This design comes from an exercise in tuning for small area on the open sky130 flow, not from production work. The RTL was checked by simulation tests, not by an equivalence proof against the original design. Power figures rest on the tool's default switching activity, not on a simulated workload.

==> flow/design.v <==
module INTEL_8254(
    input clk,
    input rst,
    input CS,
    output [3:0] WIDTH,   
    output WSTB,          
    output reg OUT0,
    input wire GATE0
    );
    reg GATE0S;           
    reg flag;             
    reg [3:0] elem;       
    reg [3:0] counter;    
    wire toggle = GATE0 ^ GATE0S;
    always @(posedge clk, negedge rst)
        if (~rst) begin
            GATE0S <= 1;
            flag <= 0;
            elem <= 0;
            OUT0 <= 0;
        end
        else if (CS) begin
            GATE0S <= GATE0;
            if (toggle) begin
                flag <= 1;
                OUT0 <= flag && (elem != 4'd0);  
                elem <= (elem == 4'd9) ? 4'd0 : elem + 4'd1;
            end
            else
                OUT0 <= 0;
        end
        else
            OUT0 <= 0;  
    always @(posedge clk)
        if (CS)
            counter <= toggle ? 4'd1 : counter + 4'd1;
    assign WIDTH = counter;
    assign WSTB = CS && toggle;
endmodule
module INTEL_8237(
input clk,
input rst,
output [8:0] Address,
output [3:0] NextLow,   
output reg EOP,
output reg Wrapped,
output MEMW,
input  DREQ,
input  CS
);
reg [8:0] address;
assign MEMW = DREQ && CS;   
assign NextLow = address[3:0] + {3'b000, MEMW};
always @ (posedge clk or negedge rst)  
    begin
      if(!rst)
        begin
          address <= 0;
          EOP <= 0;
          Wrapped <= 0;
        end
      else if (MEMW)
        begin
          address <= address + 1;  
          EOP <= (address == 98) ? 1:0;  
          if (&address) Wrapped <= 1;
        end
    end
assign Address = address;  
endmodule
module RAM(
input clk,
input rst,
input MEMW,             
input [8:0] waddr,
input stage,            
input [3:0] slot,
input [3:0] wdata,
input [8:0] raddr,
output [3:0] rdata      
);
reg [8:0] phase;        
reg [8:0] head;         
reg [2047:0] ring;
reg [63:0] pb;          
wire [8:0] d = head + ~phase;                  
wire [4:0] m = waddr[4:0] - head[4:0];         
wire drain = (m != 5'd0) && (d[3:0] == 4'd0);  
wire [3:0] hdata;
wire [31:0] insel = {31'd0, drain} << d[8:4];    
always @(posedge clk or negedge rst)
  if (!rst) begin
    phase <= 0;
    head <= 0;
  end else begin
    phase <= phase + 9'd1;
    if (drain) head <= head + 9'd1;
  end
genvar g, b;
generate
  for (g = 0; g < 16; g = g + 1) begin : pbw
    always @(posedge clk)
      if (stage && slot == g) pb[4*g +: 4] <= wdata;
  end
  for (g = 0; g < 512; g = g + 1) begin : rw
    if (g % 16 == 0) begin : ins
      wire [3:0] nx;
      for (b = 0; b < 4; b = b + 1) begin : ib
        ins_mux u (.s(insel[g/16]), .sn(~insel[g/16]), .h(hdata[b]), .r(ring[4*((g+1)%512)+b]), .y(nx[b]));
      end
      always @(posedge clk)
        ring[4*g +: 4] <= nx;
    end else begin : sh
      always @(posedge clk)
        ring[4*g +: 4] <= ring[4*((g+1)%512) +: 4];
    end
  end
endgenerate
wire [8:0] q = raddr + ~phase;
wire [3:0] qoff = q[3:0] - d[3:0];
wire pend = (q[8:4] == d[8:4]) && (q[3:0] >= d[3:0]) && ({1'b0, qoff} < m);
wire [7:0] lsel = 8'd1 << q[2:0];
wire [7:0] mseln = ~(8'd1 << q[5:3]);
wire [7:0] hseln = ~({7'd0, ~pend} << q[8:6]);
wire [7:0] psel = 8'd1 << raddr[2:0];
wire [1:0] pseln = ~({1'b0, pend} << raddr[3]);
wire [7:0] hsel = 8'd1 << head[2:0];
wire [1:0] hseln2 = ~(2'd1 << head[3]);
genvar k, j;
generate
  for (b = 0; b < 4; b = b + 1) begin : rb
    wire [7:0] grp;
    for (j = 0; j < 8; j = j + 1) begin : gj
      wire [7:0] blk;
      for (k = 0; k < 8; k = k + 1) begin : bk
        wire [7:0] dd;
        for (g = 0; g < 8; g = g + 1) begin : bd
          assign dd[g] = ring[4*((64*j+8*k+g+1)%512)+b];
        end
        rd_blk u (.d(dd), .s(lsel), .gn(mseln[k]), .y(blk[k]));
      end
      rd_grp u (.y(blk), .gn(hseln[j]), .g(grp[j]));
    end
    wire [1:0] pblk;
    for (k = 0; k < 2; k = k + 1) begin : pk
      wire [7:0] dd;
      for (g = 0; g < 8; g = g + 1) begin : pd
        assign dd[g] = pb[4*(8*k+g)+b];
      end
      rd_blk u (.d(dd), .s(psel), .gn(pseln[k]), .y(pblk[k]));
    end
    assign rdata[b] = |{grp, pblk};
    wire [1:0] hblk;
    for (k = 0; k < 2; k = k + 1) begin : hk
      wire [7:0] dd;
      for (g = 0; g < 8; g = g + 1) begin : hd
        assign dd[g] = pb[4*(8*k+g)+b];
      end
      rd_blk u (.d(dd), .s(hsel), .gn(hseln2[k]), .y(hblk[k]));
    end
    assign hdata[b] = |hblk;
  end
endgenerate
endmodule
module ins_mux(input s, input sn, input h, input r, output y);
assign y = (s & h) | (sn & r);
endmodule
module rd_blk(
input [7:0] d,
input [7:0] s,
input gn,
output y
);
wire n0, n1;
ao222n g0 (.a(d[2:0]), .s(s[2:0]), .y(n0));
ao222n g1 (.a(d[5:3]), .s(s[5:3]), .y(n1));
rd_tail g2 (.n0(n0), .n1(n1), .a(d[7:6]), .s(s[7:6]), .gn(gn), .y(y));
endmodule
module ao222n(input [2:0] a, input [2:0] s, output y);
assign y = ~((a[0] & s[0]) | (a[1] & s[1]) | (a[2] & s[2]));
endmodule
module rd_tail(input n0, input n1, input [1:0] a, input [1:0] s, input gn, output y);
assign y = ~((n0 & n1 & ~((a[0] & s[0]) | (a[1] & s[1]))) | gn);
endmodule
module rd_grp(input [7:0] y, input gn, output g);
assign g = ~((~|y[3:0] & ~|y[7:4]) | gn);
endmodule
module barcode39(
input clk,
input rst_n,
input scan_en,
input scan_bit,
input mem_rd,
input [8:0] rd_addr,
output [7:0] rd_data,
output eop
);
wire wDREQ, wMEMW, wWrapped, wWSTB;
wire [3:0] wWIDTH, wNextLow;
wire [8:0] dma_address;
wire [3:0] mem_data;
INTEL_8254 Timer(
.clk(clk),
.rst(rst_n),
.CS(scan_en),
.WIDTH(wWIDTH),
.WSTB(wWSTB),
.OUT0(wDREQ),
.GATE0(scan_bit));
INTEL_8237 DMA_Unit(
.clk(clk),
.rst(rst_n),
.Address(dma_address),
.NextLow(wNextLow),
.EOP(eop),
.Wrapped(wWrapped),
.MEMW(wMEMW),
.DREQ(wDREQ),
.CS(!mem_rd));
RAM Buffer(
.clk(clk),
.rst(rst_n),
.MEMW(wMEMW),
.waddr(dma_address),
.stage(wWSTB),
.slot(wNextLow),
.wdata(wWIDTH),
.raddr(rd_addr),
.rdata(mem_data));
wire written = mem_rd && (wWrapped || (rd_addr < dma_address));
assign rd_data = {4'b0000, written ? mem_data : 4'b0000};
endmodule
Settings: LEC_CHECK=0, CAP_MARGIN=10, CORE_MARGIN=2, CORE_UTILIZATION=60, CTS_BUF_LIST=sky130_fd_sc_hd__clkbuf_16, CTS_CLUSTER_DIAMETER=120, CTS_CLUSTER_SIZE=30, PLACE_DENSITY=0.7, SLEW_MARGIN=10, SYNTH_HIERARCHICAL=1; clock period 20.0 ns.
run.sh (not shown) runs the stock make flow with config.mk's settings and CLKGATE_MAP_FILE= SYNTH_SCRIPT=/design/flow/synth_recipe.tcl, a recipe that flattens the netlist after the stock synthesis.
The starting point finished but failed the layout checks on capacitance limit, slew limit.
==> next run, changes <==
Settings changed: CAP_MARGIN 10 to 30, CTS_CLUSTER_DIAMETER 120 to 100, CTS_CLUSTER_SIZE 30 to 28, SLEW_MARGIN 10 to 30.
With this change the flow ran to the end with no violations.
Worst setup slack gains 0.61 ns.
Core utilization climbs by 0.37 points.
Total power climbs by 1.8%.
Cell area climbs by 0.57%.
Flip-flop and latch count is unchanged.
Clock-buffer cell count climbs by 7.
Combinational power stays flat.
Fmax climbs by 4.1%.
Worst hold slack barely changes.

port drivers added, routing unchanged:
The flow's constraints put no driver on any port. The routed layouts listed below were extracted and timed again, unchanged, in two steps.
Step 1 sets driving cells, clkbuf_16 on the clock port and buf_2 on the other inputs (assumed; they add their load-dependent delay and slew).
Step 2 also shifts input and output timing later by t, the mid clock arrival at the registers, as if the neighbouring blocks saw the same clock.
a / b / c = ideal ports / drivers / drivers and shift; a / b = the first two.
run | t (ns) | setup slack, ns | slew at the worst register clock pin (ns)
the first run | 0.757 | 4.324 / 4.300 / 4.300 | 0.12 / 0.12
the second run | 0.769 | 4.938 / 4.915 / 4.915 | 0.11 / 0.11
The setup slack of the first run, which loses most, moves by -0.024 ns with the drivers and by -0.024 ns with both steps.
